Source: an optimization exercise on an open RTL-to-GDS flow (aim: small area and a short achievable clock period). Production flows keep margins and buffers that such runs may drop.
Function was checked by simulation only, so behaviour that the tests miss may differ from the original.
Power figures rest on the tool's default switching activity, not on a simulated workload.

$ cat design.v
`timescale 1ns / 1ps
module mul_csa (
    input  [7:0] A,
    input  [9:1] A3,
    input  [7:0] B,
    output [15:0] s,
    output [14:0] t
);
    wire [9:0] a1 = {2'b0, A};
    wire [9:0] a2 = {1'b0, A, 1'b0};
    wire [9:0] p0, p1, p2, p3;
    wire [1:0] d0 = B[1:0];
    assign p0 = ({10{d0 == 2'd1}} & a1) | ({10{d0 == 2'd2}} & a2) |
                ({10{d0 == 2'd3}} & {A3, A[0]});
    wire [1:0] d1 = B[3:2];
    assign p1 = ({10{d1 == 2'd1}} & a1) | ({10{d1 == 2'd2}} & a2) |
                ({10{d1 == 2'd3}} & {A3, A[0]});
    wire [1:0] d2 = B[5:4];
    assign p2 = ({10{d2 == 2'd1}} & a1) | ({10{d2 == 2'd2}} & a2) |
                ({10{d2 == 2'd3}} & {A3, A[0]});
    wire [1:0] d3 = B[7:6];
    assign p3 = ({10{d3 == 2'd1}} & a1) | ({10{d3 == 2'd2}} & a2) |
                ({10{d3 == 2'd3}} & {A3, A[0]});
    wire hs0 = p0[6] ^ p1[4];
    wire hc0 = p0[6] & p1[4];
    wire fs0 = p0[7] ^ p1[5] ^ p2[3];
    wire fc0 = (p0[7] & p1[5]) | (p0[7] & p2[3]) | (p1[5] & p2[3]);
    wire fs1 = p0[8] ^ p1[6] ^ p2[4];
    wire fc1 = (p0[8] & p1[6]) | (p0[8] & p2[4]) | (p1[6] & p2[4]);
    wire fs2 = p0[9] ^ p1[7] ^ p2[5];
    wire fc2 = (p0[9] & p1[7]) | (p0[9] & p2[5]) | (p1[7] & p2[5]);
    wire hs1 = p1[8] ^ p2[6];
    wire hc1 = p1[8] & p2[6];
    wire hs2 = p1[9] ^ p2[7];
    wire hc2 = p1[9] & p2[7];
    wire hs3 = p0[4] ^ p1[2];
    wire hc3 = p0[4] & p1[2];
    wire fs3 = p0[5] ^ p1[3] ^ p2[1];
    wire fc3 = (p0[5] & p1[3]) | (p0[5] & p2[1]) | (p1[3] & p2[1]);
    wire fs4 = p2[2] ^ p3[0] ^ hs0;
    wire fc4 = (p2[2] & p3[0]) | (p2[2] & hs0) | (p3[0] & hs0);
    wire fs5 = p3[1] ^ hc0 ^ fs0;
    wire fc5 = (p3[1] & hc0) | (p3[1] & fs0) | (hc0 & fs0);
    wire fs6 = p3[2] ^ fc0 ^ fs1;
    wire fc6 = (p3[2] & fc0) | (p3[2] & fs1) | (fc0 & fs1);
    wire fs7 = p3[3] ^ fc1 ^ fs2;
    wire fc7 = (p3[3] & fc1) | (p3[3] & fs2) | (fc1 & fs2);
    wire fs8 = p3[4] ^ hs1 ^ fc2;
    wire fc8 = (p3[4] & hs1) | (p3[4] & fc2) | (hs1 & fc2);
    wire fs9 = p3[5] ^ hc1 ^ hs2;
    wire fc9 = (p3[5] & hc1) | (p3[5] & hs2) | (hc1 & hs2);
    wire fs10 = p2[8] ^ p3[6] ^ hc2;
    wire fc10 = (p2[8] & p3[6]) | (p2[8] & hc2) | (p3[6] & hc2);
    wire hs4 = p2[9] ^ p3[7];
    wire hc4 = p2[9] & p3[7];
    assign s[0] = p0[0];
    assign s[1] = p0[1];
    assign s[2] = p0[2];
    assign s[3] = p0[3];
    assign s[4] = p2[0];
    assign s[5] = hc3;
    assign s[6] = fc3;
    assign s[7] = fc4;
    assign s[8] = fc5;
    assign s[9] = fc6;
    assign s[10] = fc7;
    assign s[11] = fs9;
    assign s[12] = fs10;
    assign s[13] = hs4;
    assign s[14] = p3[8];
    assign s[15] = p3[9];
    assign t[0] = 1'b0;
    assign t[1] = 1'b0;
    assign t[2] = p1[0];
    assign t[3] = p1[1];
    assign t[4] = hs3;
    assign t[5] = fs3;
    assign t[6] = fs4;
    assign t[7] = fs5;
    assign t[8] = fs6;
    assign t[9] = fs7;
    assign t[10] = fs8;
    assign t[11] = fc8;
    assign t[12] = fc9;
    assign t[13] = fc10;
    assign t[14] = hc4;
endmodule
module pe (
    input clk,
    input [2:0] a,
    input [1:0] r,
    input [7:0] in1,
    input [7:0] filter,
    output reg [15:0] pe_out
);
    reg [7:0] A, B;
    reg [9:1] A3;      
    reg [15:0] cs;
    reg [14:4] ct;
    reg cc;
    wire [15:0] ms;
    wire [14:0] mt;
    mul_csa mul (.A(A), .A3(A3), .B(B), .s(ms), .t(mt));
    reg [15:0] xs;
    reg [14:0] xt;
    always @(*) begin
        case (a)
            3'b000: begin xs = {{(16-8){1'b0}}, A};  xt = {{(15-8){1'b0}}, B}; end
            3'b001: begin xs = ms;                     xt = mt; end
            3'b010: begin xs = {{(16-8){1'b0}}, A & B}; xt = 0; end
            3'b011: begin xs = {{(16-8){1'b0}}, A | B}; xt = 0; end
            3'b100: begin xs = {{(16-8){1'b0}}, ~A}; xt = 0; end
            default: begin xs = {{(16-8){1'b0}}, ~B}; xt = 0; end
        endcase
    end
    wire [4:0] lo_mul = ms[3:0] + mt[3:0];
    wire [4:0] lo_add = A[3:0] + B[3:0];
    wire [4:0] lo = (a == 3'b001) ? lo_mul : (a == 3'b000) ? lo_add : {1'b0, xs[3:0]};
    wire [15:4] hi = cs[15:4] + ct + cc;
    always @(posedge clk) begin
        if (r == 2'b00) begin
            A <= in1;
            A3 <= in1[7:1] + in1;
            B <= filter;
        end
        if (r == 2'b01)
            pe_out <= {hi, cs[3:0]};
        if (~(a[2] & a[1])) begin
            cs <= {xs[15:4], lo[3:0]};
            ct <= xt[14:4];
            cc <= lo[4];
        end
    end
endmodule
module TopModule (
    input clk,
    input [31:0] global_data,
    input [7:0] global_control,
    input [11:0] global_control2,
    input [31:0] global_filter,
    output [63:0] global_output
);
    genvar i;
    generate
        for (i = 0; i < 4; i = i + 1) begin : PE_INST
            pe pe_inst (
                .clk(clk),
                .a(global_control2[3*i +: 3]),
                .r(global_control[2*i +: 2]),
                .in1(global_data[8*i +: 8]),
                .filter(global_filter[8*i +: 8]),
                .pe_out(global_output[16*i +: 16])
            );
        end
    endgenerate
endmodule
$ cat flow/run.sh
#!/bin/bash
# Standard synthesis, then the standard layout steps, with the port buffers
# started as sky130_fd_sc_hd__buf_1 (timing repair resizes them as needed).
set -euo pipefail
bash standard.sh synth > synth_make.log 2>&1
export BUFFER_PORTS_ARGS="-buffer_cell sky130_fd_sc_hd__buf_1"
bash standard.sh finish > finish_make.log 2>&1
$ cat standard.sh
#!/bin/bash
# synth_recipe.tcl (not shown) runs the flow's synth.tcl, then flattens the netlist and writes it again
# the make line also repeats each setting of config.mk as NAME=value (left out here)
make -C /OpenROAD-flow-scripts/flow DESIGN_CONFIG=/design/flow/config.mk WORK_HOME=/design/flow/orfs CLKGATE_MAP_FILE= SYNTH_SCRIPT=/design/flow/synth_recipe.tcl "${@:-finish}"
$ cat config.mk
export PLATFORM = sky130hd
export DESIGN_NAME = TopModule
export DESIGN_NICKNAME = TopModule
export VERILOG_FILES = /design/flow/design.v
export SDC_FILE = /design/flow/constraint.sdc
export NUM_CORES = 4
export LEC_CHECK = 0
export CAP_MARGIN = 20
export CORE_MARGIN = 2
export CORE_UTILIZATION = 60
export CTS_CLUSTER_DIAMETER = 120
export CTS_CLUSTER_SIZE = 34
export SETUP_SLACK_MARGIN = 4.4
export SLEW_MARGIN = 20
$ cat constraint.sdc
create_clock -name core_clock -period 7.0 [get_ports {clk}]
set_input_delay 1.4000 -clock core_clock [delete_from_list [all_inputs] [get_ports {clk}]]
set_output_delay 1.4000 -clock core_clock [all_outputs]
set_load 0.01 [all_outputs]
==> results.json, run 1 <==
{
  "outcome": "no timing/DRC/antenna violations",
  "numCtsBuffers": 12,
  "p_sw_w": 0.00119,
  "crit_chain": "buf_4 > mux2i_1 > o21ai_1 > fa_1 > fa_1 > mux2i_1 > nor2_1",
  "drv_slew": 0,
  "syn_inst": 1781,
  "relSlewSlack_pct": 36.3,
  "diodes": 0,
  "drt-total-wl_um": 40000,
  "worstPathRequired_ps": 7270,
  "synth_top_cell_area_share_pct": 44.4,
  "swShare_pct": 29.8,
  "path_depth": 7,
  "setup.worst_path.class": "reg -> reg",
  "synth_sequential_area_ratio_pct": 44.4,
  "cts_hold_buf": 0,
  "period_needed_ps": 2550,
  "synth-edff-count": 276,
  "io_pins": 149,
  "routed_via_density": 5.86,
  "critPathSlowestCell": "fa_1",
  "antenna_left": 0,
  "gp_congestion": 0.913,
  "cts-root-buf": "clkbuf_16",
  "grt_pass1_vias": 13100,
  "htree_levels": 1,
  "drt_pre_antenna_iters": 5,
  "dr_total_vias": 13500,
  "reg2reg_setup_slack_ps": 4450,
  "clockPowerShare_pct": 20.7,
  "ys_warn_count": 1,
  "clkSinkCount": 276,
  "path_max_fanout": 11,
  "clkTransAtPathRegs_ps": 120,
  "synthFlopType": "edfxtp_1",
  "fin_hold_ws_ps": 432,
  "cp_top_family": "adder cells",
  "hold_class": "reg -> reg",
  "critPathMaxStageDelay_ps": 510,
  "rows": 64,
  "cts_buffer_depth": 3,
  "finalSetupViolations": 0,
  "skew_ps": 46.8,
  "endpoint": "PE_INST[1].pe_inst.ct[7]",
  "rr_worst_depth": 7,
  "grt.total_usage_pct": 24.1,
  "synthArstFlopShare_pct": 0,
  "route.detailed.drc": 0,
  "synthesis.area_um2": 18700,
  "internal_power_w": 0.00281,
  "ir_worst_vdd_v": 0.000161,
  "r2r_end": "PE_INST[1].pe_inst.ct[7]",
  "p_leak_nw": 8.38,
  "fmax_ghz": 0.392,
  "drive_above_1_share_pct": 11.9,
  "start_kind": "flip-flop",
  "coreArea_um2": 30600,
  "finalHoldViolations": 0,
  "total_power_w": 0.00400,
  "die_x_um": 180,
  "syn_nets": 2066,
  "synth_top_area_cell": "edfxtp_1",
  "wl_per_cell_um": 17.3,
  "portBuffers": 148,
  "maxCapViolations": 0,
  "syn_to_final_growth_pct": 10.9,
  "setup-tns-final_ps": 0,
  "pwr_density_cell_nw_per_um2": 193,
  "startpoint": "PE_INST[1].pe_inst.B[2]",
  "fin_crit_sh_pct": 36.5,
  "die_area_um2": 32500,
  "grt_max_degree": 35,
  "synth.area.top_cells": "edfxtp_1 (44%), ha_1 (9.1%), fa_1 (6.9%)",
  "cp_num_buf_inv": 1,
  "dp_hpwl_um": 29500,
  "p_seq_share_pct": 53.0,
  "initial_core_util_pct": 61.0,
  "overflow": 0,
  "insertion_delay_ps": 500,
  "power_frac_comb_pct": 26.2,
  "yosysUniqueCellTypes": 55,
  "worst_slew_pin_slew_ps": 951,
  "dpl_cell_area_um2": 19700,
  "fin_area_um2": 20700,
  "grt_first_pass_wirelength_um": 65200,
  "avgSynthCellArea_um2": 10.5,
  "cts_tree": "done",
  "drt-initial-drc-count": 1109,
  "arrival_ps": 2820,
  "rr_startpoint": "PE_INST[1].pe_inst.B[2]",
  "crit_path_end_kind": "flip-flop",
  "finalNetCount": 2199,
  "antenna_found_initial": 0,
  "ys_ff_latch": 276,
  "rsz0062_at_grt": "true",
  "chipHeight_um": 180
}
==> power by group through the flow <==
stage	sequential, W	combinational, W	clock [W]
2_1_floorplan	0.00211	0.000758	0
3_3_place_gp	0.00218	0.000937	0
3_5_place_dp	0.00219	0.000954	0
4_1_cts	0.00212	0.00101	0.000856
5_1_grt	0.00214	0.00118	0.000906
6_report	0.00212	0.00105	0.000829
==> how the worst min path moves through the flow <==
stage / start / end / slack (ps) / cells after the start
after floorplan: PE_INST[0].pe_inst.cs[0] / PE_INST[0].pe_inst.pe_out[0] / 400 / 0
after global placement: PE_INST[0].pe_inst.cs[0] / PE_INST[0].pe_inst.pe_out[0] / 400 / 0
after detailed placement: PE_INST[2].pe_inst.cs[1] / PE_INST[2].pe_inst.pe_out[1] / 410 / 0
after CTS: PE_INST[2].pe_inst.cs[1] / PE_INST[2].pe_inst.pe_out[1] / 430 / 0
after global routing: PE_INST[1].pe_inst.cs[2] / PE_INST[1].pe_inst.pe_out[2] / 440 / 0
final: PE_INST[0].pe_inst.cs[2] / PE_INST[0].pe_inst.pe_out[2] / 430 / 0
==> placed cells by master, fill, tap and decap left out, drive strengths merged, types with 4 or more instances in the layout <==
master and n:
edfxtp 276, buf 200, nand2 184, nor2 157, ha 136, o21ai 135, inv 132, mux2i 87
a21oi 85, fa 64, xnor2 35, clkbuf 31, mux2 29, a22oi 29, and3 29, o211ai 28
nor2b 27, xor2 25, nand3 24, a211oi 21, a22o 19, a31oi 17, nor3 16, a21o 15
o21a 13, o22ai 9, or2 9, or3 8, nand2b 7, a221oi 7, o31ai 6, o31a 4
o32a 4, a31o 4, a21boi 4, a311oi 4, o21bai 4, maj3 4, a32oi 4, nor4 4
==> registers in the layout, summed over array words and instances (netlist names) <==
name                    count
PE_INST.pe_inst.A          32
PE_INST.pe_inst.A3         36
PE_INST.pe_inst.B          32
PE_INST.pe_inst.cc          4
PE_INST.pe_inst.cs         64
PE_INST.pe_inst.ct         44
PE_INST.pe_inst.pe_out     64
==> what timing repair did <==
item | in CTS | in global routing
setup buffers | 28 | 34
pin swaps | 0 | 11
resized for setup | 13 | 53
endpoints found under the setup margin | 52 | 88
==> synth_stat cells, types with 8 or more instances <==
master and instances:
a22o_1 19, buf_2 22, mux2_2 29, a21oi_1 84
fa_1 64, o21a_1 13, clkbuf_1 74, o211ai_1 28
a22oi_1 29, nor2b_1 27, nor3_1 16, nor2_1 156
a21o_1 15, a211oi_1 21, edfxtp_1 276, xnor2_1 35
xor2_1 25, mux2i_1 87, inv_1 132, o21ai_0 127
o22ai_1 9, nand2_1 184, a31oi_1 17, or3_1 8
nand3_1 24, ha_1 136, and3_1 29
==> metal layers <==
layer | global-route usage, % | up-vias | wire (um)
met1 | 32.3 | 6379 | 17200
met5 | 0 | - | 0
met3 | 2.45 | 71 | 2090
li1 | - | 6630 | -
met2 | 41.4 | 468 | 19500
met4 | 7.90 | 0 | 1220
==> final cells by class <==
class,instances,area [um^2]
clock inverter,1,30.0
sequential,276,8290
fill,2372,9890
inverter,137,526
multi-input combinational,1269,9920
clock buffer,13,325
tap,396,495
timing repair buffer,218,1110
==> kinds of logic after synthesis <==
kind of cell    count (synthesis)  synth area share (%)
fa+ha+maj                     204                  16.2
buf+inv                       236                  4.91
flops                         276                  44.4
mux                           117                  6.54
xor+xnor                       60                  2.82
simple gates                  468                  10.9
compound gates                420                  14.2
==> per-stage QoR <==
stage,worst slack [ps],instances,util (%)
2_1_floorplan,4270,1781,-
6_report,4450,2310,67.7
4_1_cts,4350,2276,66.4
3_3_place_gp,3850,2234,64.4
3_5_place_dp,3690,2234,64.4
5_1_grt,4390,2310,67.7
==> inputs of run 2 (changes only) <==
--- a/design.v
+++ b/design.v
@@ -2,5 +2,5 @@
 module mul_csa (
     input  [7:0] A,
-    input  [9:1] A3,
+    input  [9:2] A3,
     input  [7:0] B,
     output [15:0] s,
@@ -12,14 +12,14 @@
     wire [1:0] d0 = B[1:0];
     assign p0 = ({10{d0 == 2'd1}} & a1) | ({10{d0 == 2'd2}} & a2) |
-                ({10{d0 == 2'd3}} & {A3, A[0]});
+                ({10{d0 == 2'd3}} & {A3, A[1] ^ A[0], A[0]});
     wire [1:0] d1 = B[3:2];
     assign p1 = ({10{d1 == 2'd1}} & a1) | ({10{d1 == 2'd2}} & a2) |
-                ({10{d1 == 2'd3}} & {A3, A[0]});
+                ({10{d1 == 2'd3}} & {A3, A[1] ^ A[0], A[0]});
     wire [1:0] d2 = B[5:4];
     assign p2 = ({10{d2 == 2'd1}} & a1) | ({10{d2 == 2'd2}} & a2) |
-                ({10{d2 == 2'd3}} & {A3, A[0]});
+                ({10{d2 == 2'd3}} & {A3, A[1] ^ A[0], A[0]});
     wire [1:0] d3 = B[7:6];
     assign p3 = ({10{d3 == 2'd1}} & a1) | ({10{d3 == 2'd2}} & a2) |
-                ({10{d3 == 2'd3}} & {A3, A[0]});
+                ({10{d3 == 2'd3}} & {A3, A[1] ^ A[0], A[0]});
     wire hs0 = p0[6] ^ p1[4];
     wire hc0 = p0[6] & p1[4];
@@ -95,5 +95,5 @@
 );
     reg [7:0] A, B;
-    reg [9:1] A3;      
+    reg [9:2] A3;      
     reg [15:0] cs;
     reg [14:4] ct;
@@ -102,4 +102,5 @@
     wire [14:0] mt;
     mul_csa mul (.A(A), .A3(A3), .B(B), .s(ms), .t(mt));
+    wire [8:0] in3 = in1[7:1] + in1;    
     reg [15:0] xs;
     reg [14:0] xt;
@@ -121,5 +122,5 @@
         if (r == 2'b00) begin
             A <= in1;
-            A3 <= in1[7:1] + in1;
+            A3 <= in3[8:1];
             B <= filter;
         end
--- a/config.mk
+++ b/config.mk
@@ -9,6 +9,6 @@
 export CORE_MARGIN = 2
 export CORE_UTILIZATION = 60
-export CTS_CLUSTER_DIAMETER = 120
-export CTS_CLUSTER_SIZE = 34
-export SETUP_SLACK_MARGIN = 4.4
+export CTS_CLUSTER_DIAMETER = 150
+export CTS_CLUSTER_SIZE = 28
+export SETUP_SLACK_MARGIN = 4.5
 export SLEW_MARGIN = 20
==> results.json, run 2 <==
{
  "outcome": "no timing/DRC/antenna violations",
  "critPathSlowestCell": "edfxtp_1",
  "initial_core_util_pct": 60.9,
  "reg_top3": "PE_INST.pe_inst.cs: 64 flops, PE_INST.pe_inst.pe_out: 64 flops, PE_INST.pe_inst.ct: 44 flops",
  "route.detailed.drc": 0,
  "cts_tree": "done",
  "synth_most_common_cell": "edfxtp_1",
  "setup_ws_ps": 4480,
  "place_ws_ps": 3710,
  "finalNonFillerCells": 2318,
  "cts_buffer_depth": 3,
  "final_common_cell": "edfxtp_1",
  "dr_total_vias": 13600,
  "worst_slew_pin_slew_ps": 871,
  "fmax_ghz": 0.396,
  "finalNetCount": 2199,
  "pwr_density_cell_nw_per_um2": 192,
  "portBuffers": 148,
  "routed_via_density": 5.88,
  "clkTransAtPathRegs_ps": 100,
  "cp_top_family": "flip-flops",
  "dp_hpwl_um": 28900,
  "synth_top_cells_by_count": "edfxtp_1 (272), nand2_1 (190), nor2_1 (149)",
  "synth.area.top_cells": "edfxtp_1 (44%), ha_1 (8.7%), fa_1 (6.9%)",
  "crit_path_end_kind": "output port",
  "gp_congestion": 0.920,
  "final_cell_mix": "edfxtp_1 (272), nand2_1 (184), nor2_1 (133)",
  "drt-initial-drc-count": 921,
  "drive_above_1_share_pct": 14.5,
  "cts_hold_buf": 0,
  "setup-tns-final_ps": 0,
  "grt_pass1_vias": 13200,
  "synth_top_area_cell": "edfxtp_1",
  "ys_ff_latch": 272,
  "rows": 64,
  "worstPathRequired_ps": 5600,
  "min_from": "PE_INST[1].pe_inst.cs[2]",
  "hold_class": "reg -> reg",
  "maxCapViolations": 0,
  "coreArea_um2": 30500,
  "r2r_end": "PE_INST[2].pe_inst.ct[8]",
  "numCtsBuffers": 13,
  "cts-root-buf": "clkbuf_16",
  "antenna_left": 0,
  "die_area_um2": 32400,
  "ir_worst_vdd_v": 0.000173,
  "htree_levels": 1,
  "path_max_fanout": 1,
  "p_leak_nw": 8.48,
  "place_inst": 2222,
  "drt_pre_antenna_iters": 5,
  "finalSetupViolations": 0,
  "worstHoldPathCells": 0,
  "critPathMaxStageDelay_ps": 470,
  "crit_chain": "buf_1",
  "synthFlopType": "edfxtp_1",
  "syn_inst": 1777,
  "drt-total-wl_um": 40400,
  "skew_ps": 8.50,
  "period_needed_ps": 2520,
  "drv_slew": 0,
  "avgSynthCellArea_um2": 10.5,
  "rr_worst_depth": 7,
  "setup.worst_path.class": "reg -> out",
  "grt.total_usage_pct": 24.2,
  "syn_to_final_growth_pct": 12.0,
  "swShare_pct": 30.1,
  "syn_nets": 2055,
  "p_seq_share_pct": 52.4,
  "internal_power_w": 0.00279,
  "ys_warn_count": 1,
  "relSlewSlack_pct": 41.7,
  "wl_per_cell_um": 17.4,
  "reg2reg_setup_slack_ps": 4480,
  "yosysUniqueCellTypes": 62,
  "power_frac_comb_pct": 27.1,
  "start_kind": "flip-flop",
  "insertion_delay_ps": 490,
  "synth_sequential_area_ratio_pct": 43.9,
  "die_x_um": 180,
  "synthArstFlopShare_pct": 0,
  "antenna_found_initial": 2,
  "clockPowerShare_pct": 20.4,
  "overflow": 0,
  "chipHeight_um": 180,
  "finalHoldViolations": 0,
  "grt_first_pass_wirelength_um": 65300,
  "cp_num_buf_inv": 1,
  "synth-edff-count": 272,
  "rsz0062_at_grt": "true",
  "min_to": "PE_INST[1].pe_inst.pe_out[2]",
  "fin_crit_sh_pct": 36.0,
  "grt_max_degree": 39,
  "io_pins": 149,
  "arrival_ps": 1120,
  "p_sw_w": 0.00120,
  "rr_startpoint": "PE_INST[2].pe_inst.B[5]",
  "synth_top_cell_area_share_pct": 43.9,
  "synthesis.area_um2": 18600,
  "clkSinkCount": 272
}
## run 2: cell count changes after synthesis, sizes merged, moves of 7 or more
cell    change
a21oi      +21
ha          -7
inv        -10
nand4       +7
nor2        -7
o211ai      -9
o21ai      -16
xor2       +10
## run 2: final cells by class
type	count	area, um^2
Fill cell	2414	9690
Timing Repair Buffer	233	1300
Clock inverter	1	8.76
Multi-Input combinational cell	1274	10000
Tap cell	396	495
Sequential cell	272	8170
Clock buffer	13	325
Antenna cell	2	5.00
Inverter	127	495
## run 2: how the worst max path moves through the flow
stage	start	to	cells after the start
floorplan	global_data[5]	PE_INST[0].pe_inst.A3[8]	6
global placement	global_control2[4]	PE_INST[1].pe_inst.cs[3]	4
detailed placement	global_control2[4]	PE_INST[1].pe_inst.cs[3]	4
CTS	PE_INST[0].pe_inst.B[0]	PE_INST[0].pe_inst.ct[7]	7
global route	PE_INST[0].pe_inst.B[2]	PE_INST[0].pe_inst.ct[7]	8
finish	PE_INST[1].pe_inst.pe_out[1]	global_output[17]	1
## run 2: logic make-up after synthesis
logic type / Yosys count / share of synthesized area [%]
muxes: 108 / 5.99
adders and majority gates: 194 / 15.6
xor gates and xnor gates: 71 / 3.35
DFF: 272 / 43.9
AOI/OAI and AO/OA: 426 / 15.1
and+or+nand+nor: 475 / 11.2
buffers and inverters: 231 / 4.84
## run 2: power by group through the flow
stage | sequential [W] | combinational (W) | clock (W)
global route | 0.00211 | 0.00121 | 0.000893
detailed placement | 0.00216 | 0.000959 | 0
CTS | 0.00210 | 0.00102 | 0.000835
floorplan | 0.00207 | 0.000775 | 0
finish | 0.00209 | 0.00108 | 0.000816
global placement | 0.00216 | 0.000935 | 0
## run 2: repair_timing
item | CTS | global route
pin swaps | 2 | 24
hold endpoints to repair | 0 | 0
setup endpoints to repair | 84 | 46
buffers inserted | 39 | 41
gates resized for setup | 26 | 102
## run 2: layer usage
layer | global-route usage (%) | part of all wire (%) | up-vias
met1 | 31.5 | 42 | 6508
met4 | 9.37 | 3.1 | 0
li1 | - | - | 6658
met2 | 41.9 | 50 | 399
met5 | 0 | 0 | -
met3 | 2.57 | 4.9 | 67
## run 2: per-stage QoR
| stage | utilization [%] | hold slack, ps | cell area (um^2) | power [W] |
|---|---|---|---|---|
| floorplan | - | 400 | 18900 | 0.00285 |
| global placement | 64.0 | 402 | 19500 | 0.00309 |
| detailed placement | 64.1 | 405 | 19500 | 0.00312 |
| CTS | 66.3 | 422 | 20200 | 0.00395 |
| global route | 68.2 | 429 | 20800 | 0.00422 |
| finish | 68.2 | 424 | 20800 | 0.00399 |
==> inputs of run 3 (changes only) <==
--- a/config.mk
+++ b/config.mk
@@ -11,4 +11,4 @@
 export CTS_CLUSTER_DIAMETER = 150
 export CTS_CLUSTER_SIZE = 28
-export SETUP_SLACK_MARGIN = 4.5
+export SETUP_SLACK_MARGIN = 4.3
 export SLEW_MARGIN = 20
==> results.json, run 3 <==
{
  "outcome": "no timing/DRC/antenna violations",
  "final_common_cell": "edfxtp_1",
  "drt-initial-drc-count": 1043,
  "syn_nets": 2055,
  "overflow": 0,
  "finalNetCount": 2157,
  "worst_slew_pin_slew_ps": 839,
  "pwr_density_cell_nw_per_um2": 195,
  "p_seq_share_pct": 53.5,
  "rsz0062_at_grt": "true",
  "reg_top3": "PE_INST.pe_inst.cs: 64 flops, PE_INST.pe_inst.pe_out: 64 flops, PE_INST.pe_inst.ct: 44 flops",
  "synthesis.area_um2": 18600,
  "seq_area_um2": 8170,
  "route.detailed.drc": 0,
  "fin_util_pct": 66.1,
  "cts_hold_buf": 0,
  "syn_inst": 1777,
  "ys_warn_count": 1,
  "skew_ps": 31.3,
  "drive_above_1_share_pct": 8.25,
  "cts-root-buf": "clkbuf_16",
  "synthFlopType": "edfxtp_1",
  "drt-total-wl_um": 39200,
  "cp_top_family": "adder cells",
  "swShare_pct": 29.9,
  "critPathMostFrequentCell": "fa_1",
  "antenna_found_initial": 0,
  "synth_sequential_area_ratio_pct": 43.9,
  "clockPowerShare_pct": 20.7,
  "fillCellCount": 2463,
  "dr_total_vias": 13400,
  "critPathSlowestCell": "edfxtp_1",
  "syn_to_final_growth_pct": 8.47,
  "finalHoldViolations": 0,
  "insertion_delay_ps": 500,
  "clkSinkCount": 272,
  "internal_power_w": 0.00275,
  "yosysUniqueCellTypes": 62,
  "synth_top_cell_area_share_pct": 43.9,
  "drt_pre_antenna_iters": 5,
  "dp_hpwl_um": 28900,
  "diodes": 0,
  "rows": 64,
  "worstPathRequired_ps": 7300,
  "cts_tree": "done",
  "htree_levels": 1,
  "p_sw_w": 0.00117,
  "path_max_fanout": 10,
  "numCtsBuffers": 13,
  "antenna_left": 0,
  "synth_top_cells_by_count": "edfxtp_1 (272), nand2_1 (190), nor2_1 (149)",
  "drv_slew": 0,
  "die_area_um2": 32400,
  "cts_buffer_depth": 3,
  "grt.total_usage_pct": 23.9,
  "power_frac_comb_pct": 25.9,
  "crit_chain": "nor2_1 > a21oi_1 > fa_1 > fa_1 > a211oi_1",
  "relSlewSlack_pct": 44.1,
  "cp_num_buf_inv": 0,
  "final_cell_mix": "edfxtp_1 (272), nand2_1 (186), nor2_1 (140)",
  "p_leak_nw": 8.13,
  "die_x_um": 180,
  "path_depth": 5,
  "fmax_ghz": 0.369,
  "synth_top_area_cell": "edfxtp_1",
  "avgSynthCellArea_um2": 10.5,
  "crit_path_end_kind": "flip-flop",
  "period_needed_ps": 2710,
  "synth_most_common_cell": "edfxtp_1",
  "synth.area.top_cells": "edfxtp_1 (44%), ha_1 (8.7%), fa_1 (6.9%)",
  "io_pins": 149,
  "synthArstFlopShare_pct": 0,
  "multi_input_area_um2": 9780,
  "wl_per_cell_um": 17.2,
  "grt_first_pass_wirelength_um": 64400,
  "gp_congestion": 0.935,
  "maxCapViolations": 0,
  "clkTransAtPathRegs_ps": 110,
  "fin_crit_sh_pct": 38.8,
  "routed_via_density": 5.90,
  "start_kind": "flip-flop",
  "setup.worst_path.class": "reg -> reg",
  "ys_ff_latch": 272,
  "arrival_ps": 3010,
  "ir_worst_vdd_v": 0.000208,
  "critPathMaxStageDelay_ps": 620,
  "setup-tns-final_ps": 0,
  "finalSetupViolations": 0,
  "grt_pass1_vias": 12800,
  "synth-edff-count": 272,
  "initial_core_util_pct": 60.9,
  "grt_max_degree": 39,
  "hold_class": "reg -> reg",
  "rr_worst_depth": 5,
  "chipHeight_um": 180,
  "portBuffers": 148,
  "coreArea_um2": 30500,
  "worstHoldPathCells": 0
}
run 3: cell count changes in the layout (fill, tap and decap cells not counted), sizes merged:
cell / before / now
buf: 202 / 181
clkbuf: 41 / 23
clkdlybuf4s15: 2 / 0
diode: 2 / 0
clkdlybuf4s18: 1 / 0
run 3: cell type report:
type / instances / share of cell area, %
tap: 396 / 2.46
clock inverter: 1 / 0.0434
clock buffer: 13 / 1.61
multi-input combinational: 1274 / 48.5
inverter: 127 / 2.44
timing repair buffer: 191 / 4.42
sequential: 272 / 40.5
run 3: stage by stage:
| stage | area [um^2] | hold WS (ps) | cells | total power, W | worst slack, ps |
|---|---|---|---|---|---|
| 6_report | 20200 | 419 | 2274 | 0.00392 | 4290 |
| 3_3_place_gp | 19500 | 404 | 2227 | 0.00310 | 3810 |
| 5_1_grt | 20200 | 451 | 2274 | 0.00415 | 4200 |
| 3_5_place_dp | 19500 | 407 | 2227 | 0.00312 | 3780 |
| 4_1_cts | 20000 | 430 | 2261 | 0.00394 | 4290 |
| 2_1_floorplan | 18900 | 400 | 1777 | 0.00285 | 4270 |
run 3: logic make-up (layout without fill, tap and decap cells):
family | after synthesis | count (layout) | synth area share [%]
DFF | 272 | 272 | 43.9
muxes | 108 | 108 | 5.99
buffers and inverters | 231 | 332 | 4.84
and+or+nand+nor | 475 | 475 | 11.2
xor gates and xnor gates | 71 | 71 | 3.35
adders and majority gates | 194 | 194 | 15.6
AOI/OAI and AO/OA | 426 | 426 | 15.1
run 3: worst paths after layout:
check	startpoint	to	slack, ps
worst min-delay path	PE_INST[1].pe_inst.cs[3]	PE_INST[1].pe_inst.pe_out[3]	420
worst max register to register	PE_INST[3].pe_inst.B[0]	PE_INST[3].pe_inst.ct[7]	4290
worst min register to register	PE_INST[1].pe_inst.cs[3]	PE_INST[1].pe_inst.pe_out[3]	420
worst max-delay path	PE_INST[3].pe_inst.B[0]	PE_INST[3].pe_inst.ct[7]	4290
run 3: power groups by stage:
stage	sequential (W)	clock, W	combinational [W]
after floorplan	0.00207	0	0.000771
after global placement	0.00216	0	0.000938
after detailed placement	0.00216	0	0.000958
after CTS	0.00210	0.000836	0.000998
after global routing	0.00212	0.000898	0.00114
final	0.00210	0.000812	0.00101
run 3: metal layers:
metal,GRT usage (%),up-vias,routed length [um]
li1,-,6554,-
met1,32.1,6388,17000
met2,40.9,417,18900
met3,2.71,53,2170
met4,7.58,0,1150
met5,0,-,0
run 3: timing repair:
| action | CTS | global route |
|---|---|---|
| pin swaps | 0 | 2 |
| cloned | 0 | 0 |
| gates resized for setup | 3 | 25 |
| setup buffers | 20 | 13 |
| setup endpoints to repair | 27 | 129 |
==> inputs of run 4 (changes only) <==
--- a/config.mk
+++ b/config.mk
@@ -8,7 +8,7 @@
 export CAP_MARGIN = 20
 export CORE_MARGIN = 2
-export CORE_UTILIZATION = 60
+export CORE_UTILIZATION = 65
 export CTS_CLUSTER_DIAMETER = 150
 export CTS_CLUSTER_SIZE = 28
-export SETUP_SLACK_MARGIN = 4.3
+export SETUP_SLACK_MARGIN = 4.4
 export SLEW_MARGIN = 20
==> results.json, run 4 <==
{
  "total_power_w": 0.00394,
  "start_kind": "flip-flop",
  "drt-total-wl_um": 38900,
  "rsz0062_at_grt": "true",
  "finalSetupViolations": 0,
  "syn_nets": 2055,
  "cts_tree": "done",
  "dpl_cell_area_um2": 19500,
  "grtUsageMet3_pct": 2.66,
  "cts-root-buf": "clkbuf_16",
  "diodes": 0,
  "drt_pre_antenna_iters": 6,
  "relSlewSlack_pct": 49.1,
  "route.detailed.drc": 0,
  "finalHoldViolations": 0,
  "final_common_cell": "edfxtp_1",
  "syn_inst": 1777,
  "skew_ps": 8.76,
  "synth_sequential_area_ratio_pct": 43.9,
  "synthArstFlopShare_pct": 0,
  "insertion_delay_ps": 480,
  "synthFlopType": "edfxtp_1",
  "routed_via_density": 5.97,
  "synth_top_cells_by_count": "edfxtp_1 (272), nand2_1 (190), nor2_1 (149)",
  "drive_above_1_share_pct": 10.8,
  "grt_pass1_vias": 12900,
  "ir_worst_vdd_v": 0.000177,
  "gp_congestion": 0.932,
  "chipHeight_um": 173,
  "final_cell_mix": "edfxtp_1 (272), nand2_1 (185), nor2_1 (135)",
  "grt_first_pass_wirelength_um": 63900,
  "top_usage_layer": "met2",
  "synthesis.area_um2": 18600,
  "yosysUniqueCellTypes": 62,
  "pwr_density_cell_nw_per_um2": 193,
  "worstHoldPathCells": 0,
  "fin_area_um2": 20400,
  "io_pins": 149,
  "numCtsBuffers": 13,
  "path_max_fanout": 6,
  "ys_warn_count": 1,
  "setup-tns-final_ps": 0,
  "portBuffers": 148,
  "arrival_ps": 2830,
  "htree_levels": 1,
  "dr_total_vias": 13600,
  "grt_max_degree": 39,
  "avgSynthCellArea_um2": 10.5,
  "syn_to_final_growth_pct": 9.90,
  "die_area_um2": 30000,
  "cts_hold_buf": 0,
  "worst_slew_pin_slew_ps": 763,
  "synth_top_area_cell": "edfxtp_1",
  "fmax_ghz": 0.386,
  "use_met1_pct": 34.4,
  "wl_per_cell_um": 17.1,
  "grt.total_usage_pct": 25.7,
  "fin_util_pct": 73.1,
  "dp_hpwl_um": 28500,
  "setup.worst_path.class": "reg -> reg",
  "p_leak_nw": 8.29,
  "rows": 61,
  "clkSinkCount": 272,
  "period_needed_ps": 2590,
  "synth-edff-count": 272,
  "initial_core_util_pct": 66.5,
  "antenna_left": 0,
  "drv_slew": 0,
  "drt-initial-drc-count": 1016,
  "clkTransAtPathRegs_ps": 100,
  "overflow": 0,
  "fin_crit_sh_pct": 37.0,
  "crit_path_end_kind": "flip-flop",
  "coreArea_um2": 27900,
  "outcome": "no timing/DRC/antenna violations",
  "worstPathRequired_ps": 7240,
  "hold_class": "reg -> reg",
  "ys_ff_latch": 272,
  "reg_top3": "PE_INST.pe_inst.cs: 64 flops, PE_INST.pe_inst.pe_out: 64 flops, PE_INST.pe_inst.ct: 44 flops",
  "antenna_found_initial": 0,
  "use_met2_pct": 44.6,
  "finalNetCount": 2181,
  "synth_top_cell_area_share_pct": 43.9,
  "rr_worst_depth": 8,
  "cts_buffer_depth": 3,
  "die_x_um": 173,
  "maxCapViolations": 0,
  "synth_most_common_cell": "edfxtp_1",
  "synth.area.top_cells": "edfxtp_1 (44%), ha_1 (8.7%), fa_1 (6.9%)"
}
## run 4: worst paths after layout
kind                                 start                           end  slack [ps]
hold / removal    PE_INST[1].pe_inst.cs[2]  PE_INST[1].pe_inst.pe_out[2]         430
hold reg to reg   PE_INST[1].pe_inst.cs[2]  PE_INST[1].pe_inst.pe_out[2]         430
setup / recovery   PE_INST[0].pe_inst.B[3]      PE_INST[0].pe_inst.ct[7]        4410
setup reg to reg   PE_INST[0].pe_inst.B[3]      PE_INST[0].pe_inst.ct[7]        4410
## run 4: cells by family (layout without fill, tap and decap cells)
| kind of cell | after synthesis | after routing | synth area share, % |
|---|---|---|---|
| adders and majority gates | 194 | 194 | 15.6 |
| muxes | 108 | 108 | 5.99 |
| buffers and inverters | 231 | 356 | 4.84 |
| xor gates and xnor gates | 71 | 71 | 3.35 |
| and+or+nand+nor | 475 | 475 | 11.2 |
| AOI/OAI and AO/OA | 426 | 426 | 15.1 |
| DFF | 272 | 272 | 43.9 |
## run 4: final cells by class
type,instances,area (um^2)
well taps,378,473
inverters,127,488
fillers,2032,7510
multi-input cells,1274,9860
flip-flops and latches,272,8170
clock buffers,13,325
clock inverters,1,8.76
repair buffers,215,1100
## run 4: routing by layer
layer	wire, um	share of wire, %
met3	2420	6.2
met1	16200	42
met5	0	0
met4	982	2.5
met2	19300	50
## run 4: timing repair
action | CTS | global route
endpoints found under the setup margin | 75 | 35
buffers inserted | 27 | 31
gates cloned | 0 | 0
pin swaps | 0 | 8
gates resized for setup | 13 | 36
## run 4: worst max-delay path, stage by stage, from the launching register on
cell,delay [ps]
edfxtp_1,440
inv_1,150
nor2_1,340
a21oi_1,170
fa_1,530
inv_1,50
fa_1,460
mux2i_1,140
nor2_1,60
## run 4: power by group
group          internal [W]  switching (W)  total, W
logic              0.000452       0.000589   0.00104
clock network      0.000339       0.000468  0.000808
registers           0.00198       0.000118   0.00209
total               0.00277        0.00118   0.00394
## run 4: stage by stage
| step | setup slack, ps | hold WS [ps] | instances |
|---|---|---|---|
| after floorplan | 4270 | 400 | 1777 |
| after global placement | 3790 | 403 | 2208 |
| after detailed placement | 3740 | 406 | 2208 |
| after CTS | 4330 | 427 | 2249 |
| after global routing | 4270 | 437 | 2280 |
| final | 4410 | 426 | 2280 |
==> inputs of run 5 (changes only) <==
--- a/config.mk
+++ b/config.mk
@@ -8,7 +8,8 @@
 export CAP_MARGIN = 20
 export CORE_MARGIN = 2
-export CORE_UTILIZATION = 65
+export CORE_UTILIZATION = 60
 export CTS_CLUSTER_DIAMETER = 150
 export CTS_CLUSTER_SIZE = 28
+export GPL_ROUTABILITY_DRIVEN = 0
 export SETUP_SLACK_MARGIN = 4.4
 export SLEW_MARGIN = 20
==> results.json, run 5 <==
{
  "grt.total_usage_pct": 23.7,
  "finalHoldViolations": 0,
  "outcome": "no timing/DRC/antenna violations",
  "synthesis.area_um2": 18600,
  "cts_tree": "done",
  "synthArstFlopShare_pct": 0,
  "finalSetupViolations": 0,
  "skew_ps": 17.8,
  "maxCapViolations": 0,
  "r2r_end": "PE_INST[0].pe_inst.ct[7]",
  "hold_class": "reg -> reg",
  "wl_per_cell_um": 17.1,
  "grt_first_pass_wirelength_um": 63900,
  "p_leak_nw": 8.28,
  "coreArea_um2": 30500,
  "antenna_left": 0,
  "rr_worst_depth": 7,
  "use_met2_pct": 42.2,
  "diodes": 0,
  "finalNetCount": 2179,
  "drt-initial-drc-count": 1051,
  "synth_adder_area_share_pct": 15.6,
  "worst_slew_pin_slew_ps": 1070,
  "route.detailed.drc": 0,
  "synth_compound_area_share_pct": 15.1,
  "rr_startpoint": "PE_INST[0].pe_inst.B[5]",
  "cts_buffer_depth": 3,
  "top_usage_layer": "met2",
  "synth_top_cell_area_share_pct": 43.9,
  "syn_inst": 1777,
  "period_needed_ps": 2570,
  "synth.area.top_cells": "edfxtp_1 (44%), ha_1 (8.7%), fa_1 (6.9%)",
  "rows": 64,
  "start_kind": "input port",
  "ys_warn_count": 1,
  "drive_above_1_share_pct": 10.6,
  "reg2reg_setup_slack_ps": 4490,
  "arrival_ps": 2860,
  "final_cell_mix": "edfxtp_1 (272), nand2_1 (186), nor2_1 (134)",
  "setup-tns-final_ps": 0,
  "synth-edff-count": 272,
  "grtUsageMet3_pct": 2.71,
  "drt_pre_antenna_iters": 5,
  "place_ws_ps": 3750,
  "yosys-mux-area-fraction_pct": 5.99,
  "clkSinkCount": 272,
  "endpoint": "PE_INST[0].pe_inst.A3[7]",
  "overflow": 0,
  "drv_slew": 0,
  "grt_pass1_vias": 13000,
  "initial_core_util_pct": 60.9,
  "relSlewSlack_pct": 28.3,
  "synth_simple_gate_area_share_pct": 11.2,
  "startpoint": "global_data[1]",
  "syn_to_final_growth_pct": 9.96,
  "insertion_delay_ps": 490,
  "fillCellCount": 2471,
  "portBuffers": 148,
  "die_x_um": 180,
  "chipHeight_um": 180,
  "synthFlopType": "edfxtp_1",
  "synth_top_area_cell": "edfxtp_1",
  "cts-root-buf": "clkbuf_16",
  "antenna_found_initial": 0,
  "ys_ff_latch": 272,
  "setup.worst_path.class": "in -> reg",
  "crit_path_end_kind": "flip-flop",
  "dp_hpwl_um": 29100,
  "yosysUniqueCellTypes": 62,
  "avgSynthCellArea_um2": 10.5,
  "synth-xor-area-share_pct": 3.35,
  "fin_crit_sh_pct": 36.7,
  "setup_ws_ps": 4430,
  "synth_top_family_by_area": "adder cells",
  "pwr_density_cell_nw_per_um2": 192,
  "worstPathRequired_ps": 7300,
  "synth_most_common_cell": "edfxtp_1",
  "path_max_fanout": 5,
  "htree_levels": 1,
  "routed_via_density": 5.86,
  "syn_nets": 2055,
  "numCtsBuffers": 13,
  "rsz0062_at_grt": "true",
  "ir_worst_vdd_v": 0.000190,
  "reg_top3": "PE_INST.pe_inst.cs: 64 flops, PE_INST.pe_inst.pe_out: 64 flops, PE_INST.pe_inst.ct: 44 flops",
  "synth_top_cells_by_count": "edfxtp_1 (272), nand2_1 (190), nor2_1 (149)",
  "die_area_um2": 32400,
  "grt_max_degree": 39,
  "use_met1_pct": 30.8,
  "drt-total-wl_um": 39300,
  "fin_util_pct": 67.0,
  "synth_sequential_area_ratio_pct": 43.9,
  "dr_total_vias": 13500,
  "clkTransAtPathRegs_ps": 100,
  "io_pins": 149,
  "fmax_ghz": 0.389,
  "final_common_cell": "edfxtp_1"
}
run 5: logic make-up (layout without fill, tap and decap cells):
family / count (synthesis) / count (layout)
AND/OR/NAND/NOR: 475 / 475
buffers and inverters: 231 / 354
adder cells (fa/ha/maj): 194 / 194
multiplexers: 108 / 108
AO/OA/AOI/OAI: 426 / 426
flip-flops: 272 / 272
XOR/XNOR: 71 / 71
run 5: routing by layer:
layer | up-vias | routed length, um
met5 | - | 0
met3 | 58 | 1980
met1 | 6398 | 16600
li1 | 6605 | -
met2 | 393 | 19700
met4 | 0 | 988
run 5: layout make-up:
class	count	area (um^2)	area share, %
Multi-Input combinational cell	1274	9860	48.3
Sequential cell	272	8170	40.0
Timing Repair Buffer	213	1080	5.31
Inverter	127	492	2.41
Clock buffer	13	325	1.59
Tap cell	396	495	2.42
Clock inverter	1	8.76	0.0429
run 5: repair_timing:
item                                   4_1_cts  5_1_grt
hold buffers                                 0        0
gates cloned                                 0        0
setup endpoints to repair                   58       81
resized for setup                           11       39
pin swaps                                    0        4
setup buffers                               26       30
endpoints found under the hold margin        0        0
run 5: worst min path at each step:
stage | startpoint | to | slack (ps) | depth (start not counted)
after floorplan | PE_INST[0].pe_inst.cs[0] | PE_INST[0].pe_inst.pe_out[0] | 400 | 0
after global placement | PE_INST[2].pe_inst.cs[0] | PE_INST[2].pe_inst.pe_out[0] | 400 | 0
after detailed placement | PE_INST[1].pe_inst.cs[3] | PE_INST[1].pe_inst.pe_out[3] | 400 | 0
after CTS | PE_INST[1].pe_inst.cs[3] | PE_INST[1].pe_inst.pe_out[3] | 430 | 0
after global routing | PE_INST[1].pe_inst.cs[1] | PE_INST[1].pe_inst.pe_out[1] | 450 | 0
final | PE_INST[1].pe_inst.cs[3] | PE_INST[1].pe_inst.pe_out[3] | 420 | 0
run 5: power by group:
| part | leakage (nW) | switching, W | internal, W | total, W |
|---|---|---|---|---|
| Sequential | 2.73 | 0.000119 | 0.00198 | 0.00209 |
| Combinational | 5.39 | 0.000587 | 0.000449 | 0.00104 |
| Clock | 0.165 | 0.000463 | 0.000339 | 0.000803 |
| Total | 8.28 | 0.00117 | 0.00276 | 0.00393 |
run 5: critical path: stages:
cell and delay (ps):
clkbuf_2 130, inv_1 80, fa_2 410, nor2b_2 140, o21ai_2 90, a21boi_2 220
nor4_1 90, a311oi_1 300
run 5: through the flow:
step                power [W]  hold WS (ps)  area [um^2]  instances
floorplan             0.00285           400        18900       1777
global placement      0.00309           402        19600       2226
detailed placement    0.00312           405        19600       2226
finish                0.00393           418        20400       2296
CTS                   0.00393           429        20100       2266
global route          0.00416           446        20400       2296
==> inputs of run 6 (changes only) <==
--- a/config.mk
+++ b/config.mk
@@ -11,5 +11,5 @@
 export CTS_CLUSTER_DIAMETER = 150
 export CTS_CLUSTER_SIZE = 28
-export GPL_ROUTABILITY_DRIVEN = 0
 export SETUP_SLACK_MARGIN = 4.4
 export SLEW_MARGIN = 20
+export TNS_END_PERCENT = 50
==> results.json, run 6 <==
{
  "cts_buffer_depth": 3,
  "synth_most_common_cell": "edfxtp_1",
  "routed_via_density": 5.95,
  "rr_startpoint": "PE_INST[3].pe_inst.B[2]",
  "crit_path_end_kind": "flip-flop",
  "grt.total_usage_pct": 24.5,
  "hold_class": "reg -> reg",
  "synth_top_cell_area_share_pct": 43.9,
  "initial_core_util_pct": 60.9,
  "synthFlopType": "edfxtp_1",
  "ys_ff_latch": 272,
  "synthesis.area_um2": 18600,
  "insertion_delay_ps": 490,
  "drv_slew": 0,
  "clkTransAtPathRegs_ps": 100,
  "synth_sequential_area_ratio_pct": 43.9,
  "numCtsBuffers": 13,
  "drt_pre_antenna_iters": 5,
  "worstHoldPathCells": 0,
  "path_max_fanout": 5,
  "drt-total-wl_um": 40700,
  "pwr_density_cell_nw_per_um2": 195,
  "synth_top_family_by_area": "adder cells",
  "grt_first_pass_wirelength_um": 66100,
  "synth_top_area_cell": "edfxtp_1",
  "yosys-mux-area-fraction_pct": 5.99,
  "fin_hold_ws_ps": 429,
  "overflow": 0,
  "outcome": "no timing/DRC/antenna violations",
  "synthArstFlopShare_pct": 0,
  "coreArea_um2": 30500,
  "start_kind": "input port",
  "dr_total_vias": 13700,
  "dp_hpwl_um": 29700,
  "grt_max_degree": 39,
  "fmax_ghz": 0.383,
  "final_cell_mix": "edfxtp_1 (272), nand2_1 (186), buf_1 (141)",
  "portBuffers": 148,
  "rsz0062_at_grt": "true",
  "finalSetupViolations": 0,
  "synth.area.top_cells": "edfxtp_1 (44%), ha_1 (8.7%), fa_1 (6.9%)",
  "place_inst": 2228,
  "cts_hold_buf": 0,
  "worst_slew_pin_slew_ps": 758,
  "final_common_cell": "edfxtp_1",
  "antenna_left": 0,
  "syn_to_final_growth_pct": 8.56,
  "finalNonFillerCells": 2293,
  "die_x_um": 180,
  "chipHeight_um": 180,
  "syn_nets": 2055,
  "setup-tns-final_ps": 0,
  "antenna_found_initial": 0,
  "synth-xor-area-share_pct": 3.35,
  "finalNetCount": 2176,
  "avgSynthCellArea_um2": 10.5,
  "arrival_ps": 2930,
  "total_power_w": 0.00393,
  "gp_congestion": 0.877,
  "yosysUniqueCellTypes": 62,
  "relSlewSlack_pct": 49.5,
  "reg2reg_setup_slack_ps": 4440,
  "worstPathRequired_ps": 7320,
  "htree_levels": 1,
  "r2r_end": "PE_INST[3].pe_inst.ct[8]",
  "min_to": "PE_INST[0].pe_inst.pe_out[1]",
  "reg_top3": "PE_INST.pe_inst.cs: 64 flops, PE_INST.pe_inst.pe_out: 64 flops, PE_INST.pe_inst.ct: 44 flops",
  "syn_inst": 1777,
  "cts-root-buf": "clkbuf_16",
  "setup.worst_path.class": "in -> reg",
  "route.detailed.drc": 0,
  "grt_pass1_vias": 13100,
  "maxCapViolations": 0,
  "synth-edff-count": 272,
  "drt-initial-drc-count": 1007,
  "clkSinkCount": 272,
  "rr_worst_depth": 5,
  "cts_tree": "done",
  "diodes": 0,
  "synth_compound_area_share_pct": 15.1,
  "fin_crit_sh_pct": 37.3,
  "wl_per_cell_um": 17.7,
  "synth_top_cells_by_count": "edfxtp_1 (272), nand2_1 (190), nor2_1 (149)",
  "finalHoldViolations": 0,
  "drive_above_1_share_pct": 8.65,
  "min_from": "PE_INST[0].pe_inst.cs[1]",
  "p_leak_nw": 8.23,
  "synth_adder_area_share_pct": 15.6,
  "ir_worst_vdd_v": 0.000192,
  "io_pins": 149,
  "skew_ps": 17.9,
  "period_needed_ps": 2610,
  "die_area_um2": 32400,
  "rows": 64,
  "synth_simple_gate_area_share_pct": 11.2,
  "ys_warn_count": 1
}
## run 6: logic make-up after synthesis
kind of cell | count (synthesis)
adder cells (fa/ha/maj) | 194
AND/OR/NAND/NOR | 475
multiplexers | 108
XOR/XNOR | 71
flip-flops | 272
buffers and inverters | 231
AO/OA/AOI/OAI | 426
## run 6: what timing repair did
action                     CTS  global route
resized for setup           15            33
hold endpoints to repair     0             0
setup endpoints to repair   83           108
setup buffers               33            18
gates cloned                 0             0
pin swaps                    0             2
## run 6: stage by stage
stage          setup slack, ps  utilization [%]  area [um^2]
5_1_grt                   4260             66.1        20200
6_report                  4390             66.1        20200
3_3_place_gp              3830             63.4        19300
3_5_place_dp              3750             63.4        19300
4_1_cts                   4320             65.4        20000
2_1_floorplan             4160                -        18600
## run 6: worst max path at each step
| stage | endpoint | startpoint | cells past startpoint | slack (ps) |
|---|---|---|---|---|
| after floorplan | PE_INST[1].pe_inst.A3[2] | global_control[3] | 1 | 4160 |
| after global placement | PE_INST[0].pe_inst.A3[8] | global_data[2] | 7 | 3830 |
| after detailed placement | PE_INST[3].pe_inst.A3[8] | global_data[26] | 7 | 3750 |
| after CTS | PE_INST[0].pe_inst.ct[7] | PE_INST[0].pe_inst.B[2] | 7 | 4320 |
| after global routing | PE_INST[1].pe_inst.A3[8] | global_data[10] | 7 | 4260 |
| final | PE_INST[0].pe_inst.A3[7] | global_data[1] | 8 | 4390 |
## run 6: final cells by class
cell class	instances	area (um^2)
Tap cell	396	495
Clock inverter	1	8.76
Multi-Input combinational cell	1274	9660
Clock buffer	13	325
Timing Repair Buffer	210	1030
Fill cell	2432	10300
Inverter	127	489
Sequential cell	272	8170
## run 6: power by group
group	internal, W	switching [W]
clock network	0.000340	0.000475
logic	0.000434	0.000585
registers	0.00198	0.000124
## run 6: routing by layer
layer  track usage, %  part of all wire [%]  up-vias
li1                 -                     -     6616
met1             33.2                    43     6549
met2             42.3                    49      415
met3             2.41                   4.6       72
met4             6.83                   2.6        0
met5                0                     0        -
## run 6: worst max-delay path: stages
cell and delay, ps:
buf_1 180, inv_1 90, fa_1 460, nor2b_1 150, o21ai_1 110, a21boi_2 220, nor4_1 70, a311oi_1 240
==> inputs of run 7 (changes only) <==
--- a/config.mk
+++ b/config.mk
@@ -13,3 +13,2 @@
 export SETUP_SLACK_MARGIN = 4.4
 export SLEW_MARGIN = 20
-export TNS_END_PERCENT = 50
==> results.json, run 7 <==
{
  "outcome": "no timing/DRC/antenna violations",
  "place_inst": 2226,
  "drt_pre_antenna_iters": 5,
  "grt_pass1_vias": 12800,
  "fin_crit_sh_pct": 36.3,
  "worst_slew_pin_slew_ps": 784,
  "finalHoldViolations": 0,
  "chipHeight_um": 180,
  "fmax_ghz": 0.393,
  "antenna_left": 0,
  "io_pins": 149,
  "setup.worst_path.class": "reg -> out",
  "start_kind": "flip-flop",
  "worstPathRequired_ps": 5600,
  "rr_worst_depth": 8,
  "path_max_fanout": 1,
  "final_cell_mix": "edfxtp_1 (272), nand2_1 (185), nor2_1 (135)",
  "finalNonFillerCells": 2297,
  "initial_core_util_pct": 60.9,
  "synth.area.top_cells": "edfxtp_1 (44%), ha_1 (8.7%), fa_1 (6.9%)",
  "grt.total_usage_pct": 24.2,
  "grt_first_pass_wirelength_um": 65400,
  "cp_num_buf_inv": 1,
  "synth_most_common_cell": "edfxtp_1",
  "ys_ff_latch": 272,
  "ir_worst_vdd_v": 0.000144,
  "cts_buffer_depth": 3,
  "rows": 64,
  "finalNetCount": 2180,
  "skew_ps": 11.9,
  "portBuffers": 148,
  "synthesis.area_um2": 18600,
  "cts_tree": "done",
  "overflow": 0,
  "diodes": 0,
  "fin_hold_ws_ps": 417,
  "drt-initial-drc-count": 893,
  "crit_chain": "buf_1",
  "pwr_density_cell_nw_per_um2": 193,
  "cts-root-buf": "clkbuf_16",
  "die_x_um": 180,
  "routed_via_density": 5.88,
  "path_depth": 1,
  "cts_hold_buf": 0,
  "die_area_um2": 32400,
  "insertion_delay_ps": 490,
  "antenna_found_initial": 0,
  "final_common_cell": "edfxtp_1",
  "finalSetupViolations": 0,
  "ys_warn_count": 1,
  "drv_slew": 0,
  "syn_inst": 1777,
  "relSlewSlack_pct": 47.7,
  "synth_top_cell_area_share_pct": 43.9,
  "synth-edff-count": 272,
  "rsz0062_at_grt": "false",
  "worstHoldPathCells": 0,
  "synth_top_area_cell": "edfxtp_1",
  "numCtsBuffers": 13,
  "clkTransAtPathRegs_ps": 100,
  "drt-total-wl_um": 39700,
  "avgSynthCellArea_um2": 10.5,
  "syn_nets": 2055,
  "syn_to_final_growth_pct": 10.1,
  "maxCapViolations": 0,
  "p_leak_nw": 8.29,
  "route.detailed.drc": 0,
  "synthArstFlopShare_pct": 0,
  "htree_levels": 1,
  "critPathSlowestCell": "edfxtp_1",
  "cp_top_family": "flip-flops",
  "dpl_cell_area_um2": 19600,
  "fin_area_um2": 20500,
  "setup-tns-final_ps": 0,
  "reg_top3": "PE_INST.pe_inst.cs: 64 flops, PE_INST.pe_inst.pe_out: 64 flops, PE_INST.pe_inst.ct: 44 flops",
  "critPathMaxStageDelay_ps": 480,
  "clkSinkCount": 272,
  "hold_class": "reg -> reg",
  "synth_top_cells_by_count": "edfxtp_1 (272), nand2_1 (190), nor2_1 (149)",
  "yosysUniqueCellTypes": 62,
  "synthFlopType": "edfxtp_1",
  "place_ws_ps": 3700,
  "crit_path_end_kind": "output port",
  "setup_ws_ps": 4460,
  "wl_per_cell_um": 17.3,
  "grt_max_degree": 39,
  "period_needed_ps": 2540,
  "synth_sequential_area_ratio_pct": 43.9,
  "coreArea_um2": 30500,
  "dr_total_vias": 13500,
  "dp_hpwl_um": 29100,
  "gp_congestion": 0.929,
  "drive_above_1_share_pct": 10.7,
  "arrival_ps": 1140
}
==> run 7: cell counts after synthesis <==
No cell type changed its count.
==> run 7: power by group <==
group / leakage (nW) / internal [W] / total, W / switching, W
Clock: 0.165 / 0.000340 / 0.000812 / 0.000472
Sequential: 2.73 / 0.00198 / 0.00209 / 0.000118
Combinational: 5.40 / 0.000452 / 0.00104 / 0.000591
Total: 8.29 / 0.00277 / 0.00395 / 0.00118
==> run 7: path summary, 6_finish.rpt <==
kind                                                    from                      endpoint  slack (ps)
worst max register to register       PE_INST[3].pe_inst.B[5]      PE_INST[3].pe_inst.ct[7]        4480
worst min register to register      PE_INST[1].pe_inst.cs[2]  PE_INST[1].pe_inst.pe_out[2]         420
worst max-delay path            PE_INST[2].pe_inst.pe_out[0]             global_output[32]        4460
worst min-delay path                PE_INST[1].pe_inst.cs[2]  PE_INST[1].pe_inst.pe_out[2]         420
==> run 7: layer usage <==
layer | share of wire [%] | track usage [%] | vias to the layer above | routed length [um]
met4 | 1.5 | 4.75 | 0 | 603
met1 | 43 | 32.6 | 6500 | 17200
met5 | 0 | 0 | - | 0
met2 | 50 | 42.6 | 358 | 19900
met3 | 5.1 | 2.86 | 36 | 2010
li1 | - | - | 6610 | -
==> run 7: cell families after synthesis <==
family / share of synthesized area (%)
simple gates: 11.2
compound gates: 15.1
flops: 43.9
buf+inv: 4.84
fa+ha+maj: 15.6
mux: 5.99
xor+xnor: 3.35
==> run 7: through the flow <==
stage                     util [%]  total power (W)
after detailed placement      64.1          0.00312
after floorplan                  -          0.00285
final                         67.1          0.00395
after global placement        64.1          0.00309
after CTS                     65.8          0.00394
after global routing          67.1          0.00418
==> run 7: layout make-up <==
type	instances	area, um^2
Fill cell	2424	10000
Multi-Input combinational cell	1274	9870
Sequential cell	272	8170
Timing Repair Buffer	214	1100
Tap cell	396	495
Inverter	127	492
Clock buffer	13	325
Clock inverter	1	8.76
==> run 7: repair_timing <==
action	4_1_cts	5_1_grt
pin swaps	0	7
buffers inserted	23	33
gates resized for setup	10	47
endpoints found under the setup margin	71	75
==> inputs of run 8 (changes only) <==
--- a/config.mk
+++ b/config.mk
@@ -7,4 +7,6 @@
 export LEC_CHECK = 0
 export CAP_MARGIN = 20
+export CELL_PAD_IN_SITES_DETAIL_PLACEMENT = 0
+export CELL_PAD_IN_SITES_GLOBAL_PLACEMENT = 0
 export CORE_MARGIN = 2
 export CORE_UTILIZATION = 60
==> results.json, run 8 <==
{
  "clkSinkCount": 272,
  "initial_core_util_pct": 60.9,
  "p_sw_w": 0.00118,
  "fin_crit_sh_pct": 36.3,
  "grt_pass1_vias": 12800,
  "place_ws_ps": 3700,
  "r2r_end": "PE_INST[3].pe_inst.ct[7]",
  "critPathSlowestCell": "edfxtp_1",
  "synth_top_cells_by_count": "edfxtp_1 (272), nand2_1 (190), nor2_1 (149)",
  "setup-tns-final_ps": 0,
  "setup_ws_ps": 4460,
  "gp_congestion": 0.929,
  "synth-xor-area-share_pct": 3.35,
  "reg_top3": "PE_INST.pe_inst.cs: 64 flops, PE_INST.pe_inst.pe_out: 64 flops, PE_INST.pe_inst.ct: 44 flops",
  "yosysUniqueCellTypes": 62,
  "maxCapViolations": 0,
  "chipHeight_um": 180,
  "coreArea_um2": 30500,
  "synth_most_common_cell": "edfxtp_1",
  "avgSynthCellArea_um2": 10.5,
  "rsz0062_at_grt": "false",
  "total_power_w": 0.00395,
  "reg2reg_setup_slack_ps": 4480,
  "die_x_um": 180,
  "drt-total-wl_um": 39700,
  "synth-edff-count": 272,
  "rows": 64,
  "cp_num_buf_inv": 1,
  "ys_ff_latch": 272,
  "wl_per_cell_um": 17.3,
  "cts_buffer_depth": 3,
  "drive_above_1_share_pct": 10.7,
  "overflow": 0,
  "cts_tree": "done",
  "synth_top_cell_area_share_pct": 43.9,
  "worst_slew_pin_slew_ps": 784,
  "rr_startpoint": "PE_INST[3].pe_inst.B[5]",
  "grt.total_usage_pct": 24.2,
  "cp_top_family": "flip-flops",
  "worstPathRequired_ps": 5600,
  "drt_pre_antenna_iters": 5,
  "rr_worst_depth": 8,
  "outcome": "no timing/DRC/antenna violations",
  "worstHoldPathCells": 0,
  "final_common_cell": "edfxtp_1",
  "cts_hold_buf": 0,
  "syn_nets": 2055,
  "critPathMaxStageDelay_ps": 480,
  "start_kind": "flip-flop",
  "finalHoldViolations": 0,
  "synth_top_family_by_area": "adder cells",
  "fin_area_um2": 20500,
  "min_from": "PE_INST[1].pe_inst.cs[2]",
  "dpl_cell_area_um2": 19600,
  "insertion_delay_ps": 490,
  "synth_simple_gate_area_share_pct": 11.2,
  "final_cell_mix": "edfxtp_1 (272), nand2_1 (185), nor2_1 (135)",
  "crit_path_end_kind": "output port",
  "cts-root-buf": "clkbuf_16",
  "grt_first_pass_wirelength_um": 65400,
  "diodes": 0,
  "swShare_pct": 29.9,
  "synthArstFlopShare_pct": 0,
  "htree_levels": 1,
  "synthesis.area_um2": 18600,
  "power_frac_comb_pct": 26.4,
  "numCtsBuffers": 13,
  "finalNetCount": 2180,
  "syn_to_final_growth_pct": 10.1,
  "drv_slew": 0,
  "clockPowerShare_pct": 20.6,
  "path_depth": 1,
  "yosys-mux-area-fraction_pct": 5.99,
  "routed_via_density": 5.88,
  "grt_max_degree": 39,
  "finalSetupViolations": 0,
  "portBuffers": 148,
  "synth.area.top_cells": "edfxtp_1 (44%), ha_1 (8.7%), fa_1 (6.9%)",
  "relSlewSlack_pct": 47.7,
  "antenna_found_initial": 0,
  "skew_ps": 11.9,
  "fin_hold_ws_ps": 417,
  "internal_power_w": 0.00277,
  "dr_total_vias": 13500,
  "p_leak_nw": 8.29,
  "period_needed_ps": 2540,
  "synth_top_area_cell": "edfxtp_1",
  "crit_chain": "buf_1",
  "ys_warn_count": 1,
  "io_pins": 149,
  "dp_hpwl_um": 29100,
  "min_to": "PE_INST[1].pe_inst.pe_out[2]",
  "route.detailed.drc": 0,
  "antenna_left": 0,
  "p_seq_share_pct": 53.0,
  "arrival_ps": 1140,
  "synth_compound_area_share_pct": 15.1,
  "die_area_um2": 32400,
  "syn_inst": 1777,
  "path_max_fanout": 1,
  "clkTransAtPathRegs_ps": 100,
  "hold_class": "reg -> reg",
  "synth_sequential_area_ratio_pct": 43.9,
  "setup.worst_path.class": "reg -> out",
  "pwr_density_cell_nw_per_um2": 193,
  "drt-initial-drc-count": 893,
  "synth_adder_area_share_pct": 15.6,
  "fmax_ghz": 0.393,
  "synthFlopType": "edfxtp_1",
  "ir_worst_vdd_v": 0.000144
}
==> run 8: cells by family after synthesis <==
logic type | after synthesis
DFF | 272
muxes | 108
xor gates and xnor gates | 71
and+or+nand+nor | 475
adders and majority gates | 194
AOI/OAI and AO/OA | 426
buffers and inverters | 231
==> run 8: worst max-delay path by stage <==
stage	start	to	slack (ps)
2_1_floorplan	global_data[5]	PE_INST[0].pe_inst.A3[8]	4270
3_3_place_gp	global_control2[4]	PE_INST[1].pe_inst.cs[3]	3750
3_5_place_dp	global_control2[4]	PE_INST[1].pe_inst.cs[3]	3700
4_1_cts	PE_INST[0].pe_inst.B[4]	PE_INST[0].pe_inst.ct[7]	4310
5_1_grt	PE_INST[3].pe_inst.B[5]	PE_INST[3].pe_inst.ct[7]	4400
6_report	PE_INST[2].pe_inst.pe_out[0]	global_output[32]	4460
==> run 8: cell type report <==
cell class                 instances  area [um^2]
fill                            2424        10000
timing repair buffer             214         1100
clock inverter                     1         8.76
sequential                       272         8170
multi-input combinational       1274         9870
inverter                         127          492
clock buffer                      13          325
tap                              396          495
==> run 8: repair_timing <==
| item | CTS | global route |
|---|---|---|
| gates resized for setup | 10 | 47 |
| pin swaps | 0 | 7 |
| endpoints found under the setup margin | 71 | 75 |
| buffers inserted | 23 | 33 |
| cloned | 0 | 0 |
==> run 8: power by group through the flow <==
stage	combinational (W)	sequential, W	clock, W
5_1_grt	0.00117	0.00211	0.000898
6_report	0.00104	0.00209	0.000812
3_5_place_dp	0.000958	0.00216	0
2_1_floorplan	0.000773	0.00207	0
4_1_cts	0.00100	0.00210	0.000839
3_3_place_gp	0.000933	0.00216	0
==> run 8: per-stage QoR <==
stage | cells | util (%)
after floorplan | 1777 | -
after global placement | 2226 | 64.1
after detailed placement | 2226 | 64.1
after CTS | 2263 | 65.8
after global routing | 2297 | 67.1
final | 2297 | 67.1
==> run 8: metal layers <==
metal / vias up / track usage [%] / share of wire [%]
met5: - / 0 / 0
met4: 0 / 4.75 / 1.5
met3: 36 / 2.86 / 5.1
met2: 358 / 42.6 / 50
met1: 6500 / 32.6 / 43
li1: 6610 / - / -

re-timing with driven ports:
How much do the figures lean on ideal ports? The routed layouts below were timed once more, with nothing changed but the port constraints. Step 1 assumes that a clkbuf_16 drives the clock port and a buf_2 every other input. Step 2 adds t to the input delays and takes it off the output delays; t is the mean of the earliest and latest rising clock arrival at the registers after step 1. Input paths then give back, and output paths get back, about the clock's delay inside the block. a / b / c = ideal / step 1 / step 2; a / b = the first two.
run | t (ns) | setup WS [ns] | hold slack, ns | cell pins on the clock port's net
run 1 | 0.532 | 4.448 / 4.410 / 3.938 | 0.432 / 0.432 / 0.432 | 1
run 2 | 0.542 | 4.478 / 4.423 / 4.016 | 0.424 / 0.424 / 0.424 | 1
run 3 | 0.536 | 4.287 / 4.287 / 3.864 | 0.419 / 0.419 / 0.419 | 1
run 4 | 0.528 | 4.412 / 4.412 / 3.975 | 0.426 / 0.426 / 0.426 | 1
run 5 | 0.529 | 4.431 / 4.427 / 3.900 | 0.418 / 0.418 / 0.418 | 1
run 6 | 0.539 | 4.390 / 4.377 / 3.838 | 0.429 / 0.429 / 0.429 | 1
run 7 | 0.536 | 4.457 / 4.405 / 3.973 | 0.417 / 0.417 / 0.417 | 1
run 8 | 0.536 | 4.457 / 4.405 / 3.973 | 0.417 / 0.417 / 0.417 | 1
After both steps every run listed still meets setup and hold. The setup slack of run 6, which loses most, moves by -0.013 ns with the drivers and by -0.552 ns with both steps.
